What follows belongs to an exercise in optimizing a design on an open flow for small area; a production flow would make more cautious choices.
In this exercise RTL edits were held to simulation tests only and were not proved equivalent to the original.
The clock port is modelled as an ideal driver; clocking choices that lean on that would not hold on a real chip.
No activity file was given, so power comes from the tool's default toggle rates.

==> inputs of v6 <==
==> flow/design.v <==
`timescale 1ns/1ps
module rtc_mmio #(
    parameter [31:0] BASE_ADDR      = 32'h8100_9000,
    parameter [31:0] CLK_FREQ       = 32'd100_000_000,       
    parameter [31:0] DEFAULT_YEAR   = 32'h2026_01_01,
    parameter [31:0] DEFAULT_TIME   = 32'h00__00__00,
    parameter [31:0] EXT_CLK_FREQ   = 32'd32768              
)(
    input  wire        clk,
    input  wire        ext_clk,                              
    input  wire        use_ext_clk,                          
    input  wire        resetn,
    input  wire        mem_valid,
    input  wire        mem_instr,
    output reg         mem_ready,
    input  wire [31:0] mem_addr,
    /*verilator lint_off UNUSEDSIGNAL*/
    input  wire [31:0] mem_wdata,
    /*verilator lint_on UNUSEDSIGNAL*/
    input  wire [3:0]  mem_wstrb,
    output reg  [31:0] mem_rdata,
    output reg         irq,
    input  wire        eoi
);
    localparam [3:0] I_CTRL       = 4'd0;
    localparam [3:0] I_DATE       = 4'd1;
    localparam [3:0] I_TIME       = 4'd2;
    localparam [3:0] I_ALARM_DATE = 4'd3;
    localparam [3:0] I_ALARM_TIME = 4'd4;
    localparam [3:0] I_CUR_DATE   = 4'd5;
    localparam [3:0] I_CUR_TIME   = 4'd6;
    localparam [3:0] I_INT_MASK   = 4'd7;
    localparam [3:0] I_EXT_FREQ   = 4'd8;
    localparam [3:0] I_IS_LEAPY   = 4'd9;
    localparam [3:0] I_MONTH_DAYS = 4'd10;
    reg [31:0] ctrl_reg;
    reg [31:0] date_reg;
    reg [31:0] time_reg;
    reg [31:0] alarm_date_reg;
    reg [31:0] alarm_time_reg;
    reg [31:0] int_mask_reg;
    reg [31:0] ext_freq_reg;
    reg [31:0] cur_date;         
    reg [31:0] cur_time;         
    reg [31:0] clk_divider;
    reg        tick_1hz;
    reg        ld;               
    reg        adv;              
    reg        alarm_match;
    reg        irq_flag;
    reg [3:0]  rd_sel;
    reg [2:0]  ext_sync;
    wire ctrl_enable   = ctrl_reg[0];
    wire ctrl_alarm_en = ctrl_reg[1];
    wire       req     = mem_valid & ~mem_instr;
    wire       wr      = req & (|mem_wstrb);
    wire       hit     = (mem_addr[31:6] == BASE_ADDR[31:6]) & (mem_addr[1:0] == 2'b00);
    wire [3:0] idx     = mem_addr[5:2];
    wire       wr_hit  = wr & hit;
    wire [31:0] wmask = { {8{mem_wstrb[3]}}, {8{mem_wstrb[2]}}, {8{mem_wstrb[1]}}, {8{mem_wstrb[0]}} };
    wire [31:0] wdata = mem_wdata & wmask;
    wire load_time = wr_hit & (idx == I_CTRL) & wdata[3];
    always @(posedge clk) begin
        mem_ready <= resetn & req;
        rd_sel    <= idx | {4{~hit}};
    end
    wire [31:0] wd_r0 = wdata & {32{resetn}};       
    wire [31:0] wd_r1 = wdata | {32{~resetn}};      
    function [31:0] wsel;
        input [31:0] rv;
        wsel = (wd_r0 & ~rv) | (wd_r1 & rv);
    endfunction
    wire        ef_dflt = ~resetn | ~|wdata;
    wire [31:0] wd_ef   = wd_r0 | ({32{ef_dflt}} & EXT_CLK_FREQ);
    always @(posedge clk) if (!resetn || (wr_hit && idx == I_CTRL))       ctrl_reg       <= wsel(32'h0);
    always @(posedge clk) if (!resetn || (wr_hit && idx == I_DATE))       date_reg       <= wsel(DEFAULT_YEAR);
    always @(posedge clk) if (!resetn || (wr_hit && idx == I_TIME))       time_reg       <= wsel(DEFAULT_TIME);
    always @(posedge clk) if (!resetn || (wr_hit && idx == I_ALARM_DATE)) alarm_date_reg <= wsel(DEFAULT_YEAR);
    always @(posedge clk) if (!resetn || (wr_hit && idx == I_ALARM_TIME)) alarm_time_reg <= wsel(DEFAULT_TIME);
    always @(posedge clk) if (!resetn || (wr_hit && idx == I_INT_MASK))   int_mask_reg   <= wsel(32'hF);
    always @(posedge clk) if (!resetn || (wr_hit && idx == I_EXT_FREQ))   ext_freq_reg   <= wd_ef;
    always @(posedge clk) begin
        if (!resetn) ext_sync <= 3'b0;
        else         ext_sync <= {ext_sync[1:0], ext_clk};
    end
    wire ext_rise = ext_sync[1] & ~ext_sync[2];
    wire rtc_en   = use_ext_clk ? ext_rise : 1'b1;
    wire [31:0] ntarget = ~(use_ext_clk ? ext_freq_reg : CLK_FREQ);
    reg  [31:0] div_sum;
    reg         reach;
    reg         cy;
    integer     k;
    always @(*) begin
        cy = rtc_en;
        for (k = 0; k < 32; k = k + 1) begin
            div_sum[k] = clk_divider[k] ^ cy;
            cy = cy & clk_divider[k];
        end
        reach = 1'b1;
        for (k = 0; k < 32; k = k + 1)
            reach = (div_sum[k] & ntarget[k]) | (div_sum[k] & reach) | (ntarget[k] & reach);
    end
    wire div_clr = ~ctrl_enable | (rtc_en & reach);
    always @(posedge clk) begin
        clk_divider <= div_clr ? 32'd0 : div_sum;
        tick_1hz    <= ctrl_enable & rtc_en & reach;
    end
    function [3:0] dinc;
        input [3:0] u;
        begin
            dinc[0] = ~u[0];
            dinc[1] = ~u[3] & (u[1] ^ u[0]);
            dinc[2] = u[2] ^ (u[1] & u[0]);
            dinc[3] = u[3] ? ~u[0] : (u[2] & u[1] & u[0]);
        end
    endfunction
    function [2:0] tinc6;
        input [2:0] t;
        begin
            tinc6[0] = ~t[0];
            tinc6[1] = ~t[2] & (t[1] ^ t[0]);
            tinc6[2] = (t[1] & t[0]) | (t[2] & ~t[0]);
        end
    endfunction
    wire [3:0] s_u = cur_time[3:0];
    wire [2:0] s_t = cur_time[6:4];
    wire [3:0] m_u = cur_time[11:8];
    wire [2:0] m_t = cur_time[14:12];
    wire [3:0] h_u = cur_time[19:16];
    wire [1:0] h_t = cur_time[21:20];
    wire s_u9  = s_u[3] & s_u[0];
    wire sec59 = s_u9 & s_t[2] & s_t[0];
    wire m_u9  = m_u[3] & m_u[0];
    wire min59 = m_u9 & m_t[2] & m_t[0];
    wire h_u9  = h_u[3] & h_u[0];
    wire hr23  = h_t[1] & h_u[1] & h_u[0];
    wire c_s   = sec59;                  
    wire c_m   = sec59 & min59;          
    wire c_h   = c_m & hr23;             
    wire [23:0] time_nx;
    assign time_nx[3:0]   = dinc(s_u);
    assign time_nx[6:4]   = sec59 ? 3'd0 : s_u9 ? tinc6(s_t) : s_t;
    assign time_nx[7]     = cur_time[7];
    assign time_nx[11:8]  = ~c_s ? m_u : dinc(m_u);
    assign time_nx[14:12] = ~c_s ? m_t : c_m ? 3'd0 : m_u9 ? tinc6(m_t) : m_t;
    assign time_nx[15]    = cur_time[15];
    assign time_nx[19:16] = ~c_m ? h_u : hr23 ? 4'd0 : dinc(h_u);
    assign time_nx[21:20] = ~c_m ? h_t : hr23 ? 2'd0 : h_u9 ? {h_t[0], ~h_t[0]} : h_t;
    assign time_nx[23:22] = cur_time[23:22];
    wire [3:0] d_u = cur_date[3:0];
    wire [1:0] d_t = cur_date[5:4];
    wire [3:0] mo_u = cur_date[11:8];
    wire       mo_t = cur_date[12];
    wire [7:0] y_lo = cur_date[23:16];
    wire [7:0] y_hi = cur_date[31:24];
    wire lo_div4 = ~y_lo[0] & (y_lo[4] == y_lo[1]);
    wire hi_div4 = ~y_hi[0] & (y_hi[4] == y_hi[1]);
    wire is_leap_year = (|y_lo) ? lo_div4 : hi_div4;
    wire feb      = ~mo_t & mo_u[1] & ~mo_u[2] & ~mo_u[0];
    wire long_mo  = mo_u[0] ^ mo_u[3] ^ mo_t;
    wire [7:0] current_month_days = {2'b00, 1'b1, ~feb, feb, 2'b00, feb ? is_leap_year : long_mo};
    wire last_day = feb ? (d_t[1] & d_u[3] & (d_u[0] | ~is_leap_year))
                        : (d_t[1] & d_t[0] & (d_u[0] | ~long_mo));
    wire dec_mo   = mo_t & mo_u[1];
    wire d_u9     = d_u[3] & d_u[0];
    wire mo_u9    = mo_u[3] & mo_u[0];
    wire [31:0] date_nx;
    assign date_nx[3:0]   = last_day ? 4'd1 : dinc(d_u);
    assign date_nx[5:4]   = last_day ? 2'd0 : d_u9 ? d_t + 2'd1 : d_t;
    assign date_nx[7:6]   = cur_date[7:6];
    assign date_nx[11:8]  = ~last_day ? mo_u : dec_mo ? 4'd1 : dinc(mo_u);
    assign date_nx[12]    = ~last_day ? mo_t : dec_mo ? 1'b0 : (mo_t | mo_u9);
    assign date_nx[15:13] = cur_date[15:13];
    wire c_y  = last_day & dec_mo;
    wire c_y0 = c_y  & (y_lo[3:0]   == 4'h9);
    wire c_y1 = c_y0 & (y_lo[7:4]   == 4'h9);
    wire c_y2 = c_y1 & (y_hi[3:0]   == 4'h9);
    assign date_nx[19:16] = c_y  ? dinc(y_lo[3:0]) : y_lo[3:0];
    assign date_nx[23:20] = c_y0 ? dinc(y_lo[7:4]) : y_lo[7:4];
    assign date_nx[27:24] = c_y1 ? dinc(y_hi[3:0]) : y_hi[3:0];
    assign date_nx[31:28] = c_y2 ? dinc(y_hi[7:4]) : y_hi[7:4];
    wire        adv_d = adv & c_h;
    wire [31:0] cur_time_d = ({32{ld}} & time_reg) | ({32{adv}} & {cur_time[31:24], time_nx}) |
                             ({32{~ld & ~adv}} & cur_time);
    wire [31:0] cur_date_d = ({32{ld}} & date_reg) | ({32{adv_d}} & date_nx) |
                             ({32{~ld & ~adv_d}} & cur_date);
    always @(posedge clk) begin
        cur_date <= cur_date_d;
        cur_time <= cur_time_d;
    end
    wire tick_now = ctrl_enable & tick_1hz & ~load_time;
    always @(posedge clk) begin
        ld  <= ~resetn | load_time;
        adv <= resetn & tick_now;
        alarm_match <= tick_now & ctrl_alarm_en &
                       (cur_date_d == alarm_date_reg) & (cur_time_d == alarm_time_reg);
    end
    wire irq_set = (adv & ~int_mask_reg[0]) |
                   (adv & c_s & ~int_mask_reg[1]) |
                   (adv & c_m & ~int_mask_reg[2]) |
                   (alarm_match & ~int_mask_reg[3]);
    always @(posedge clk) begin
        if (!resetn || eoi) begin
            irq <= 0;
            irq_flag <= 0;
        end else begin
            irq_flag <= irq_flag | irq_set;
            irq <= irq_flag;
        end
    end
    wire [10:0] rs;
    genvar gi;
    generate
        for (gi = 0; gi < 11; gi = gi + 1) begin: RS
            assign rs[gi] = (rd_sel == gi);
        end
    endgenerate
    always @(*) begin
        mem_rdata = ({32{rs[I_CTRL]}}       & ctrl_reg)       |
                    ({32{rs[I_DATE]}}       & date_reg)       |
                    ({32{rs[I_TIME]}}       & time_reg)       |
                    ({32{rs[I_ALARM_DATE]}} & alarm_date_reg) |
                    ({32{rs[I_ALARM_TIME]}} & alarm_time_reg) |
                    ({32{rs[I_CUR_DATE]}}   & cur_date)       |
                    ({32{rs[I_CUR_TIME]}}   & cur_time)       |
                    ({32{rs[I_INT_MASK]}}   & int_mask_reg)   |
                    ({32{rs[I_EXT_FREQ]}}   & ext_freq_reg)   |
                    ({32{rs[I_IS_LEAPY]}}   & {31'b0, is_leap_year}) |
                    ({32{rs[I_MONTH_DAYS]}} & {24'b0, current_month_days});
    end
endmodule
==> flow/flow/run.sh <==
#!/bin/bash
# Own layout flow: the standard ORFS flow (standard.sh, unchanged synthesis
# script synth_recipe.tcl) with three differences:
#  - ABC maps the combinational logic with an area-oriented script
#    (flow/abc_area.script) instead of ORFS's speed script;
#  - port buffers use sky130_fd_sc_hd__buf_1;
#  - CTS uses small clock buffers and inserts no dummy loads.
# Each tool's full output stays in orfs/logs/ (ORFS) and flow_make.log here.
set -euo pipefail
HERE=$(pwd)
rm -rf "$HERE/scripts_mod"
cp -r "$FLOW_HOME/scripts" "$HERE/scripts_mod"
cp "$HERE/flow/abc_area.script" "$HERE/scripts_mod/abc_speed.script"
cp "$HERE/flow/abc_area.script" "$HERE/scripts_mod/abc_area.script"
export BUFFER_PORTS_ARGS="-buffer_cell sky130_fd_sc_hd__buf_1"
export CTS_ARGS="-sink_clustering_enable -repair_clock_nets -dont_use_dummy_load -buf_list {sky130_fd_sc_hd__clkbuf_4 sky130_fd_sc_hd__clkbuf_8}"
bash standard.sh SCRIPTS_DIR="$HERE/scripts_mod" finish > "$HERE/flow_make.log" 2>&1
==> flow/flow/abc_area.script <==
strash
dc2
&get -n
&st
&syn2
&dch -f
&nf -R 1000
&st
&dch -f
&nf -R 1000
&put
topo
stime -c
==> flow/standard.sh <==
#!/bin/bash
# synth_recipe.tcl (not shown) runs the flow's synth.tcl, then flattens the netlist and writes it again
# the make line also repeats each setting of config.mk as NAME=value (left out here)
make -C /OpenROAD-flow-scripts/flow DESIGN_CONFIG=/design/flow/config.mk WORK_HOME=/design/flow/orfs CLKGATE_MAP_FILE= SYNTH_SCRIPT=/design/flow/synth_recipe.tcl "${@:-finish}"
==> flow/config.mk <==
export PLATFORM = sky130hd
export DESIGN_NAME = rtc_mmio
export DESIGN_NICKNAME = rtc_mmio
export VERILOG_FILES = /design/flow/design.v
export SDC_FILE = /design/flow/constraint.sdc
export NUM_CORES = 4
export LEC_CHECK = 0
export CAP_MARGIN = 20
export CORE_MARGIN = 2
export CORE_UTILIZATION = 40
export SLEW_MARGIN = 20
==> flow/constraint.sdc <==
create_clock -name core_clock -period 12.0 [get_ports {clk}]
set_input_delay 2.4000 -clock core_clock [delete_from_list [all_inputs] [get_ports {clk}]]
set_output_delay 2.4000 -clock core_clock [all_outputs]
set_load 0.01 [all_outputs]
==> v2: changes against v6 <==
--- a/flow/design.v
+++ b/flow/design.v
@@ -139,12 +139,2 @@
     wire c_h   = c_m & hr23;             
-    wire [23:0] time_nx;
-    assign time_nx[3:0]   = dinc(s_u);
-    assign time_nx[6:4]   = sec59 ? 3'd0 : s_u9 ? tinc6(s_t) : s_t;
-    assign time_nx[7]     = cur_time[7];
-    assign time_nx[11:8]  = ~c_s ? m_u : dinc(m_u);
-    assign time_nx[14:12] = ~c_s ? m_t : c_m ? 3'd0 : m_u9 ? tinc6(m_t) : m_t;
-    assign time_nx[15]    = cur_time[15];
-    assign time_nx[19:16] = ~c_m ? h_u : hr23 ? 4'd0 : dinc(h_u);
-    assign time_nx[21:20] = ~c_m ? h_t : hr23 ? 2'd0 : h_u9 ? {h_t[0], ~h_t[0]} : h_t;
-    assign time_nx[23:22] = cur_time[23:22];
     wire [3:0] d_u = cur_date[3:0];
@@ -166,25 +156,41 @@
     wire mo_u9    = mo_u[3] & mo_u[0];
-    wire [31:0] date_nx;
-    assign date_nx[3:0]   = last_day ? 4'd1 : dinc(d_u);
-    assign date_nx[5:4]   = last_day ? 2'd0 : d_u9 ? d_t + 2'd1 : d_t;
-    assign date_nx[7:6]   = cur_date[7:6];
-    assign date_nx[11:8]  = ~last_day ? mo_u : dec_mo ? 4'd1 : dinc(mo_u);
-    assign date_nx[12]    = ~last_day ? mo_t : dec_mo ? 1'b0 : (mo_t | mo_u9);
-    assign date_nx[15:13] = cur_date[15:13];
     wire c_y  = last_day & dec_mo;
-    wire c_y0 = c_y  & (y_lo[3:0]   == 4'h9);
-    wire c_y1 = c_y0 & (y_lo[7:4]   == 4'h9);
-    wire c_y2 = c_y1 & (y_hi[3:0]   == 4'h9);
-    assign date_nx[19:16] = c_y  ? dinc(y_lo[3:0]) : y_lo[3:0];
-    assign date_nx[23:20] = c_y0 ? dinc(y_lo[7:4]) : y_lo[7:4];
-    assign date_nx[27:24] = c_y1 ? dinc(y_hi[3:0]) : y_hi[3:0];
-    assign date_nx[31:28] = c_y2 ? dinc(y_hi[7:4]) : y_hi[7:4];
-    wire        adv_d = adv & c_h;
-    wire [31:0] cur_time_d = ({32{ld}} & time_reg) | ({32{adv}} & {cur_time[31:24], time_nx}) |
-                             ({32{~ld & ~adv}} & cur_time);
-    wire [31:0] cur_date_d = ({32{ld}} & date_reg) | ({32{adv_d}} & date_nx) |
-                             ({32{~ld & ~adv_d}} & cur_date);
-    always @(posedge clk) begin
-        cur_date <= cur_date_d;
-        cur_time <= cur_time_d;
+    wire c_y0 = c_y  & y_lo[3] & y_lo[0];
+    wire c_y1 = c_y0 & y_lo[7] & y_lo[4];
+    wire c_y2 = c_y1 & y_hi[3] & y_hi[0];
+    wire e_d = adv & c_h;
+    wire [31:0] t_en = {8'h00,
+                        2'b00, {2{adv & c_m & (h_u9 | hr23)}},
+                        {4{adv & c_m}},
+                        1'b0, {3{adv & c_s & m_u9}},
+                        {4{adv & c_s}},
+                        1'b0, {3{adv & s_u9}},
+                        {4{adv}}};
+    wire [31:0] t_iv = {8'h00,
+                        2'b00, hr23 ? 2'd0 : {h_t[0], ~h_t[0]},
+                        hr23 ? 4'd0 : dinc(h_u),
+                        1'b0, tinc6(m_t),
+                        dinc(m_u),
+                        1'b0, tinc6(s_t),
+                        dinc(s_u)};
+    wire [31:0] d_en = {{4{e_d & c_y2}},
+                        {4{e_d & c_y1}},
+                        {4{e_d & c_y0}},
+                        {4{e_d & c_y}},
+                        3'b000, e_d & last_day & (mo_u9 | dec_mo),
+                        {4{e_d & last_day}},
+                        2'b00, {2{e_d & (d_u9 | last_day)}},
+                        {4{e_d}}};
+    wire [31:0] d_iv = {dinc(y_hi[7:4]), dinc(y_hi[3:0]), dinc(y_lo[7:4]), dinc(y_lo[3:0]),
+                        3'b000, ~dec_mo,
+                        dec_mo ? 4'd1 : dinc(mo_u),
+                        2'b00, last_day ? 2'd0 : d_t + 2'd1,
+                        last_day ? 4'd1 : dinc(d_u)};
+    wire [31:0] cur_time_d = ({32{ld}} & time_reg) | (t_en & t_iv) | (~(t_en | {32{ld}}) & cur_time);
+    wire [31:0] cur_date_d = ({32{ld}} & date_reg) | (d_en & d_iv) | (~(d_en | {32{ld}}) & cur_date);
+    localparam [31:0] TIME_BITS = 32'hFF3F_7F7F;
+    localparam [31:0] DATE_BITS = 32'hFFFF_1F3F;
+    always @(posedge clk) begin
+        cur_date <= cur_date_d & DATE_BITS;
+        cur_time <= cur_time_d & TIME_BITS;
     end
@@ -195,3 +201,3 @@
         alarm_match <= tick_now & ctrl_alarm_en &
-                       (cur_date_d == alarm_date_reg) & (cur_time_d == alarm_time_reg);
+                       ((cur_date_d & DATE_BITS) == alarm_date_reg) & ((cur_time_d & TIME_BITS) == alarm_time_reg);
     end
--- a/flow/flow/run.sh
+++ b/flow/flow/run.sh
@@ -15,3 +15,3 @@
 export BUFFER_PORTS_ARGS="-buffer_cell sky130_fd_sc_hd__buf_1"
-export CTS_ARGS="-sink_clustering_enable -repair_clock_nets -dont_use_dummy_load -buf_list {sky130_fd_sc_hd__clkbuf_4 sky130_fd_sc_hd__clkbuf_8}"
+export CTS_ARGS="-sink_clustering_enable -repair_clock_nets -dont_use_dummy_load -sink_clustering_size 10 -sink_clustering_max_diameter 40 -buf_list {sky130_fd_sc_hd__clkbuf_4}"
 bash standard.sh SCRIPTS_DIR="$HERE/scripts_mod" finish > "$HERE/flow_make.log" 2>&1
- CAP_MARGIN: 20 -> 0
- CORE_UTILIZATION: 40 -> 60
- SLEW_MARGIN: 20 -> 0
==> v27: changes against v6 <==
--- a/flow/design.v
+++ b/flow/design.v
@@ -139,12 +139,2 @@
     wire c_h   = c_m & hr23;             
-    wire [23:0] time_nx;
-    assign time_nx[3:0]   = dinc(s_u);
-    assign time_nx[6:4]   = sec59 ? 3'd0 : s_u9 ? tinc6(s_t) : s_t;
-    assign time_nx[7]     = cur_time[7];
-    assign time_nx[11:8]  = ~c_s ? m_u : dinc(m_u);
-    assign time_nx[14:12] = ~c_s ? m_t : c_m ? 3'd0 : m_u9 ? tinc6(m_t) : m_t;
-    assign time_nx[15]    = cur_time[15];
-    assign time_nx[19:16] = ~c_m ? h_u : hr23 ? 4'd0 : dinc(h_u);
-    assign time_nx[21:20] = ~c_m ? h_t : hr23 ? 2'd0 : h_u9 ? {h_t[0], ~h_t[0]} : h_t;
-    assign time_nx[23:22] = cur_time[23:22];
     wire [3:0] d_u = cur_date[3:0];
@@ -166,25 +156,41 @@
     wire mo_u9    = mo_u[3] & mo_u[0];
-    wire [31:0] date_nx;
-    assign date_nx[3:0]   = last_day ? 4'd1 : dinc(d_u);
-    assign date_nx[5:4]   = last_day ? 2'd0 : d_u9 ? d_t + 2'd1 : d_t;
-    assign date_nx[7:6]   = cur_date[7:6];
-    assign date_nx[11:8]  = ~last_day ? mo_u : dec_mo ? 4'd1 : dinc(mo_u);
-    assign date_nx[12]    = ~last_day ? mo_t : dec_mo ? 1'b0 : (mo_t | mo_u9);
-    assign date_nx[15:13] = cur_date[15:13];
     wire c_y  = last_day & dec_mo;
-    wire c_y0 = c_y  & (y_lo[3:0]   == 4'h9);
-    wire c_y1 = c_y0 & (y_lo[7:4]   == 4'h9);
-    wire c_y2 = c_y1 & (y_hi[3:0]   == 4'h9);
-    assign date_nx[19:16] = c_y  ? dinc(y_lo[3:0]) : y_lo[3:0];
-    assign date_nx[23:20] = c_y0 ? dinc(y_lo[7:4]) : y_lo[7:4];
-    assign date_nx[27:24] = c_y1 ? dinc(y_hi[3:0]) : y_hi[3:0];
-    assign date_nx[31:28] = c_y2 ? dinc(y_hi[7:4]) : y_hi[7:4];
-    wire        adv_d = adv & c_h;
-    wire [31:0] cur_time_d = ({32{ld}} & time_reg) | ({32{adv}} & {cur_time[31:24], time_nx}) |
-                             ({32{~ld & ~adv}} & cur_time);
-    wire [31:0] cur_date_d = ({32{ld}} & date_reg) | ({32{adv_d}} & date_nx) |
-                             ({32{~ld & ~adv_d}} & cur_date);
-    always @(posedge clk) begin
-        cur_date <= cur_date_d;
-        cur_time <= cur_time_d;
+    wire c_y0 = c_y  & y_lo[3] & y_lo[0];
+    wire c_y1 = c_y0 & y_lo[7] & y_lo[4];
+    wire c_y2 = c_y1 & y_hi[3] & y_hi[0];
+    wire e_d = adv & c_h;
+    wire [31:0] t_en = {8'h00,
+                        2'b00, {2{adv & c_m & (h_u9 | hr23)}},
+                        {4{adv & c_m}},
+                        1'b0, {3{adv & c_s & m_u9}},
+                        {4{adv & c_s}},
+                        1'b0, {3{adv & s_u9}},
+                        {4{adv}}};
+    wire [31:0] t_iv = {8'h00,
+                        2'b00, hr23 ? 2'd0 : {h_t[0], ~h_t[0]},
+                        hr23 ? 4'd0 : dinc(h_u),
+                        1'b0, tinc6(m_t),
+                        dinc(m_u),
+                        1'b0, tinc6(s_t),
+                        dinc(s_u)};
+    wire [31:0] d_en = {{4{e_d & c_y2}},
+                        {4{e_d & c_y1}},
+                        {4{e_d & c_y0}},
+                        {4{e_d & c_y}},
+                        3'b000, e_d & last_day & (mo_u9 | dec_mo),
+                        {4{e_d & last_day}},
+                        2'b00, {2{e_d & (d_u9 | last_day)}},
+                        {4{e_d}}};
+    wire [31:0] d_iv = {dinc(y_hi[7:4]), dinc(y_hi[3:0]), dinc(y_lo[7:4]), dinc(y_lo[3:0]),
+                        3'b000, ~dec_mo,
+                        dec_mo ? 4'd1 : dinc(mo_u),
+                        2'b00, last_day ? 2'd0 : d_t + 2'd1,
+                        last_day ? 4'd1 : dinc(d_u)};
+    wire [31:0] cur_time_d = ({32{ld}} & time_reg) | (t_en & t_iv) | (~(t_en | {32{ld}}) & cur_time);
+    wire [31:0] cur_date_d = ({32{ld}} & date_reg) | (d_en & d_iv) | (~(d_en | {32{ld}}) & cur_date);
+    localparam [31:0] TIME_BITS = 32'hFF3F_7F7F;
+    localparam [31:0] DATE_BITS = 32'hFFFF_1F3F;
+    always @(posedge clk) begin
+        cur_date <= cur_date_d & DATE_BITS;
+        cur_time <= cur_time_d & TIME_BITS;
     end
@@ -195,3 +201,3 @@
         alarm_match <= tick_now & ctrl_alarm_en &
-                       (cur_date_d == alarm_date_reg) & (cur_time_d == alarm_time_reg);
+                       ((cur_date_d & DATE_BITS) == alarm_date_reg) & ((cur_time_d & TIME_BITS) == alarm_time_reg);
     end
--- a/flow/flow/run.sh
+++ b/flow/flow/run.sh
@@ -6,3 +6,4 @@
 #  - port buffers use sky130_fd_sc_hd__buf_1;
-#  - CTS uses small clock buffers and inserts no dummy loads.
+#  - CTS uses small clock buffers and inserts no dummy loads;
+#  - after CTS, cells with spare setup slack are downsized (flow/post_cts.tcl).
 # Each tool's full output stays in orfs/logs/ (ORFS) and flow_make.log here.
@@ -15,3 +16,4 @@
 export BUFFER_PORTS_ARGS="-buffer_cell sky130_fd_sc_hd__buf_1"
-export CTS_ARGS="-sink_clustering_enable -repair_clock_nets -dont_use_dummy_load -buf_list {sky130_fd_sc_hd__clkbuf_4 sky130_fd_sc_hd__clkbuf_8}"
+export CTS_ARGS="-sink_clustering_enable -repair_clock_nets -dont_use_dummy_load -sink_clustering_size 10 -sink_clustering_max_diameter 40 -buf_list {sky130_fd_sc_hd__clkbuf_4}"
+export POST_CTS_TCL="$HERE/flow/post_cts.tcl"
 bash standard.sh SCRIPTS_DIR="$HERE/scripts_mod" finish > "$HERE/flow_make.log" 2>&1
==> flow/flow/post_cts.tcl (new file) <==
# After CTS and its timing repair: downsize cells that have setup slack to
# spare (this also lowers their area), then legalize the placement again.
estimate_parasitics -placement
repair_timing -recover_power 100
detailed_placement
check_placement -verbose
estimate_parasitics -placement
- CAP_MARGIN: 20 -> 0
- CORE_UTILIZATION: 40 -> 60
- SLEW_MARGIN: 20 -> 0
==> qor summary <==
item                                                                       v2               v6                                              v27
Run status                                                     finished clean   finished clean                                  failed layout checks
Reasons for failing layout checks                                           -                -  max-capacitance violations, max-slew violations
Fraction of the mapped netlist area in adder cells                      3.96%            4.13%                                            3.96%
Required time reported for the critical path endpoint               12,560 ps        12,510 ps                                        12,560 ps
Post-CTS setup buffer count                                                 0                0                                                -
Proportion of power drawn by flip-flops and latches                     66.7%            58.5%                                            66.5%
Inverter count                                                             60               48                                               60
Core region area                                                  22,700 um^2      35,300 um^2                                      22,700 um^2
Worst Setup Slack, final                                              2170 ps          2390 ps                                          1930 ps
Initial core utilization                                                61.2%            40.3%                                            61.2%
Overall power of the completed layout                               0.00203 W        0.00238 W                                        0.00203 W
Last element of the critical path                             clk_divider[16]  clk_divider[20]                                  clk_divider[16]
Clk sink count                                                            325              334                                              325
Maximum number of pins on one net before global-route repair               59               57                                               59
Final Instance Area                                               15,200 um^2      16,300 um^2                                      15,300 um^2
Met2 layer usage reported by global route                               55.1%            41.1%                                            55.0%
Total Die Area                                                    24,400 um^2      37,100 um^2                                      24,400 um^2
Max-capacitance violation count                                             0                0                                                1
HP Start                                                         time_reg[14]      ext_sync[0]                                     time_reg[14]
Max Buffers Root-to-Sink                                                    3                3                                                -
Final clock skew                                                      60.7 ps          49.3 ps                                          64.5 ps
Clock buf/inv share                                                     2.02%            4.64%                                            2.01%
Die outline width                                                      156 um           193 um                                           156 um
Clock net power                                                    0.000499 W       0.000804 W                                       0.000499 W

## separate check: timing with driven ports
Ports are ideal in the flow. The routed layouts listed here were re-timed in OpenROAD. Step 1, drivers: a clkbuf_16 drives clk and a buf_2 each remaining input, both assumed. Step 2 adds t to the input delays and takes it off the output delays; t is the mean of the earliest and latest rising clock arrival at the registers after step 1. Input paths then give back, and output paths get back, about the clock's delay inside the block. a / b / c = no drivers / after step 1 / after step 2; a / b = the first two.
run	t, ns	setup WS [ns]	latest minus earliest clock arrival (ns)	worst register clock-pin slew, ns	worst data-port slew with drivers (ns)
v6	0.637	2.391 / 2.415 / 1.778	0.049 / 0.050	0.06 / 0.06	0.04
v2	0.689	2.173 / 2.196 / 1.508	0.060 / 0.061	0.11 / 0.11	0.04
v27	0.687	1.931 / 1.955 / 1.268	0.064 / 0.064	0.11 / 0.11	0.04
For v2, which loses most, drivers alone change the setup slack by +0.023 ns; drivers and shift together by -0.665 ns.
